This is an optimization exercise on Yosys and OpenROAD, whose aim is small area and a short achievable clock period, not a production implementation.
Only simulation tests tie the RTL to the original design; equivalence was not proved.
Power and IR drop assume default switching activity.

== old ==
==> flow/design.v (excerpt) <==
module twist_mesh_top #(
     parameter N_p = 4
)(
     input  logic                clk_i
    ,input  logic                reset_i
    ,input  logic [N_p*8-1:0]    in_weight_i
    ,input  logic [N_p-1:0]      in_lock_i
    ,input  logic [N_p*8-1:0]    in_ifmap_i
    ,input  logic [N_p*32-1:0]   in_psum_i
    ,input  logic                in_propagate_i
    ,input  logic                in_valid_i
    ,input  logic                in_last_i
    ,output logic [N_p*32-1:0]   out_psum_o
    ,output logic                out_valid_o
    ,output logic                out_last_o
);
    TwistMesh #(.N_p(N_p)) u_mesh (
         .clk_i          (clk_i)
        ,.reset_i        (reset_i)
        ,.in_weight_i    (in_weight_i)
        ,.in_lock_i      (in_lock_i)
        ,.in_ifmap_i     (in_ifmap_i)
        ,.in_psum_i      (in_psum_i)
        ,.in_propagate_i (in_propagate_i)
        ,.in_valid_i     (in_valid_i)
        ,.in_last_i      (in_last_i)
        ,.out_psum_o     (out_psum_o)
        ,.out_valid_o    (out_valid_o)
        ,.out_last_o     (out_last_o)
    );
endmodule
Size in the first run: about 1,000 flip-flops, ~330 I/O pins, ~71,000 sq um of cells after synthesis.
==> flow/config.mk <==
export PLATFORM = sky130hd
export DESIGN_NAME = twist_mesh_top
export DESIGN_NICKNAME = twist_mesh_top
export VERILOG_FILES = /design/flow/design.v
export SDC_FILE = /design/flow/constraint.sdc
export NUM_CORES = 4
export LEC_CHECK = 0
export CAP_MARGIN = 20
export CORE_MARGIN = 2
export CORE_UTILIZATION = 60
export SETUP_SLACK_MARGIN = 5
export SLEW_MARGIN = 20
export TNS_END_PERCENT = 0
==> flow/constraint.sdc <==
create_clock -name core_clock -period 11.0 [get_ports {clk_i}]
set_input_delay 2.2000 -clock core_clock [delete_from_list [all_inputs] [get_ports {clk_i}]]
set_output_delay 2.2000 -clock core_clock [all_outputs]
set_load 0.01 [all_outputs]
run.sh (not shown) runs the stock make flow with config.mk's settings and CLKGATE_MAP_FILE= SYNTH_SCRIPT=/design/flow/synth_recipe.tcl, a recipe that flattens the netlist after the stock synthesis.
Every stage of the flow completed for old, and the final layout passed the timing, DRC and antenna checks.
Edits applied to the flow inputs when going from old to new:
- a deleted TNS_END_PERCENT that had been 0
- an added CTS_CLUSTER_DIAMETER of 50
- an added CTS_CLUSTER_SIZE of 16
- an added CTS_BUF_LIST of sky130_fd_sc_hd__clkbuf_8
Findings:
new finished all stages; the layout is clean. Relative to old, the switching power measured on new has increased by a little under 10%. As of new, design area had risen slightly compared to old. On placed cell area, new tracks old almost exactly. Required time at the worst-slack endpoint: old vs new, no meaningful difference. Diff old -> new: sequential power essentially unchanged, cell-internal power decreased 0.00057 W, register share of the cell area decreased 0.22 points.


09-13:
Another version of the RTL of twist_mesh_top (not shown whole).
For scale: about 7600 cells after synthesis, ~1000 flip-flops.
Settings: LEC_CHECK=0, CAP_MARGIN=20, CORE_MARGIN=2, CORE_UTILIZATION=60, SLEW_MARGIN=20; clock period 11.0 ns.
standard.sh (not shown) runs the stock make flow with config.mk's settings and CLKGATE_MAP_FILE= SYNTH_SCRIPT=/design/flow/synth_recipe.tcl, a recipe that flattens the netlist after the stock synthesis.
==> flow/flow/run.sh <==
#!/bin/bash
cp standard.sh standard_sh.log
export SETUP_SLACK_MARGIN=6
bash standard.sh > standard_run.log 2>&1
--- input diff 09-13..11-08 ---
==> flow/flow/run.sh <==
#!/bin/bash
cp standard.sh standard_sh.log
export SETUP_SLACK_MARGIN=5.5
bash standard.sh > standard_run.log 2>&1
--- outcome ---
- The capturing instance or port of the critical path comes out u_mesh.g_psum[0].y3_r[11]$_DFF_P_ in one run and u_mesh.g_psum[0].y3_r[14]$_DFF_P_ in the other, namely in 11-08 and 09-13 respectively.
- Diff 09-13 and 11-08: utilization higher in 09-13
- Re worst hold slack: 11-08 is 0.0037 ns up on 09-13.
- Summary: with 09-13 as the reference, power in 11-08 moved down by more than 10%.


Setup of job 9829:
twist_mesh_top with an RTL version that a note above also has.
For scale: about 7400 cells after synthesis, about 1000 flip-flops, about 330 I/O pins, about 71000 sq um of cells after synthesis.
clock: 11.0 ns
lec_check: 0
cap_margin: 20
core_margin: 2
core_utilization: 40
setup_slack_margin: 3.5
slew_margin: 20
run.sh (not shown) runs the stock make flow with config.mk's settings and CLKGATE_MAP_FILE= SYNTH_SCRIPT=/design/flow/synth_recipe.tcl, a recipe that flattens the netlist after the stock synthesis.
Stock flow here: none of the scripts above is used.
The following lists how job 2433 was set up differently from job 9829:
Settings: SETUP_SLACK_MARGIN changed from 3.5 to 5; TNS_END_PERCENT newly set to 30; CORE_UTILIZATION changed from 40 to 60.
==> comparison <==
STATUS final wirelength: job 2433 wins against job 9829
Run comparison: job 2433 capture point of the worst path out_psum_o[52]; job 9829 capture point of the worst path out_psum_o[63]
Diff job 9829 and job 2433: sequential share of cell area lower in job 2433
Summary of job 2433 over job 9829: total power per unit cell area climbed 3.5%, internal power climbed about 3.4%, proportion of register bits with asynchronous set or reset after synthesis barely changed.
Diff job 9829 -> job 2433: multi-input combinational area share grew by 0.76 points; total power grew by 4.9%; setup slack grew by 1000 ps.
> inputs changed (job 2433 -> job 1892)
Settings: TNS_END_PERCENT no longer set, was 30; CORE_UTILIZATION now 40, was 60.
Results
On violation count after the first detailed-route iteration, the lower figure sits with job 1892, not job 2433. In the tables for job 2433 and job 1892, area enclosed by the die boundary reads higher with job 1892. Per the comparison of job 1892 with job 2433, total power density per cell area lost about 1.5%, total iterations of the first detailed-routing run neither gained nor lost much, global-route usage lost 8.8 points. Summary of job 1892 over job 2433: share of layout cells above drive strength 1 rose 2.9 points, antenna diode count shows an increase of 6, worst-case setup margin in the final layout shows an increase of 46 ps, clock period minus final worst setup slack saw a decrease. The higher placeable core area came out of job 1892.
## Diff of input files: job 2261 against job 1892
Settings: SLEW_MARGIN now 10, was 20; CORE_UTILIZATION now 60, was 40; CAP_MARGIN now 10, was 20.
## What came out
Setup slack: job 2261 more than job 1892
The number of cells on the critical path of job 2261 falls short of that of job 1892 by 1.
When the final numbers for job 1892 and job 2261 were put side by side, the overall power consumption turned out to be smaller in job 1892.
Per the comparison of job 2261 with job 1892, register-to-register slack was more or less identical, width of the die went down by about 18%, fraction of standard cell area in multi-input logic went up by 0.75 points, post-placement cell count went down by 8.4%.
Inputs modified between job 2261 and job 6681:
Settings: removing SETUP_SLACK_MARGIN (formerly 5); changing CORE_UTILIZATION from 60 to 40; changing CAP_MARGIN from 10 to 20; changing SLEW_MARGIN from 10 to 20.
==> flow/flow/run.sh (new file) <==
#!/bin/bash
cp standard.sh standard_sh.log
export SETUP_SLACK_MARGIN=6.5
bash standard.sh > standard_run.log 2>&1
==> flow/standard.sh (new file) <==
#!/bin/bash
# synth_recipe.tcl (not shown) runs the flow's synth.tcl, then flattens the netlist and writes it again
# the make line also repeats each setting of config.mk as NAME=value (left out here)
make -C /OpenROAD-flow-scripts/flow DESIGN_CONFIG=/design/flow/config.mk WORK_HOME=/design/flow/orfs CLKGATE_MAP_FILE= SYNTH_SCRIPT=/design/flow/synth_recipe.tcl "${@:-finish}"
removed: flow/run.sh
--- outcome ---
- In job 6681, number of gates on the worst path with buffers counted is higher than in job 2261.
- After detailed routing, job 2261 needs less wire than job 6681.
- Going from job 2261 to job 6681, the worst-case setup margin in the final layout was found to have gone up by 68 ps.
- Per the comparison of job 6681 with job 2261, peak clock frequency supported by timing increased 1.1%; non-clock buffer count rose about 90%; sequential share of layout area saw a decrease.
- Summary of job 6681 over job 2261: minimum clock period after layout went down by 68 ps, power increased 22%.
Changes in job 6253 relative to job 6681:
Settings: SETUP_SLACK_MARGIN newly set to 5; CORE_UTILIZATION changed from 40 to 60.
==> flow/run.sh (new file) <==
#!/bin/bash
# synth_recipe.tcl (not shown) runs the flow's synth.tcl, then flattens the netlist and writes it again
# the make line also repeats each setting of config.mk as NAME=value (left out here)
make -C /OpenROAD-flow-scripts/flow DESIGN_CONFIG=/design/flow/config.mk WORK_HOME=/design/flow/orfs CLKGATE_MAP_FILE= SYNTH_SCRIPT=/design/flow/synth_recipe.tcl finish
removed: flow/flow/run.sh
removed: flow/standard.sh
Findings:
- Measured against job 6681, the number of instances in the placed design of job 6253 comes out at 0.918 times the reference value.
- Relative to job 6681, the worst setup slack of job 6253 is lower by 16 ps.
- Side by side, final area turned out lower in job 6253 than in job 6681.
- Comparing job 6681 and job 6253, utilization is lower on job 6681.
- Job 6253 does better than job 6681 on die area.
- Relative to job 6681, the post-detailed-route wirelength per cell of job 6253 is higher by 0.35%.
- Compared with job 6681, job 6253 shows a lower wire length.
- Critical-path cell with the highest stage delay: sky130_fd_sc_hd__a311oi_2 -> job 6681, sky130_fd_sc_hd__fa_2 -> job 6253
- Diff job 6681 -> job 6253: number of cells on the worst reg-to-reg path higher, count of clock buffers in the final design -8, final critical path time including I/O delays and setup rose 16 ps.

## static timing again, ports no longer ideal
No port has a modelled driver above. Below, the same layouts with a new extraction and two added sets of constraints.
Step 1 (the two cells are an assumption about what drives the block):
set clk [get_ports {clk_i}]
set_driving_cell -lib_cell sky130_fd_sc_hd__clkbuf_16 $clk
set_driving_cell -lib_cell sky130_fd_sc_hd__buf_2 [delete_from_list [all_inputs] $clk]
Step 2, shift: input delay + t, output delay - t, t = (earliest + latest rising clock arrival at the registers) / 2. This alone moves slack from input paths to output paths.
Three values: no drivers, after step 1, after step 2; two values: the first two.
| run | t (ns) | slack for setup (ns) | worst setup path at the end | worst data-port slew with drivers (ns) |
|---|---|---|---|---|
| old | 0.775 | 4.725 / 4.645 / 4.246 | input to register | 0.10 |
| new | 0.900 | 4.793 / 4.717 / 4.309 | input to register | 0.11 |
| 09-13 | 0.806 | 5.019 / 4.845 / 4.038 | input to register | 0.56 |
| 11-08 | 0.786 | 5.015 / 5.015 / 4.255 | input to register | 0.18 |
| job 9829 | 0.799 | 3.821 / 3.745 / 3.129 | input to register | 0.20 |
| job 2433 | 0.766 | 4.823 / 4.739 / 4.334 | input to register | 0.25 |
| job 1892 | 0.806 | 4.870 / 4.796 / 4.288 | input to register | 0.20 |
| job 2261 | 0.770 | 4.875 / 4.793 / 4.187 | input to register | 0.11 |
| job 6681 | 0.808 | 4.943 / 4.864 / 4.330 | input to register | 0.43 |
| job 6253 | 0.770 | 4.927 / 4.847 / 4.327 | input to register | 0.09 |
After both steps every run listed still meets setup and hold. The setup slack of 09-13, which loses most, moves by -0.174 ns with the drivers and by -0.981 ns with both steps.
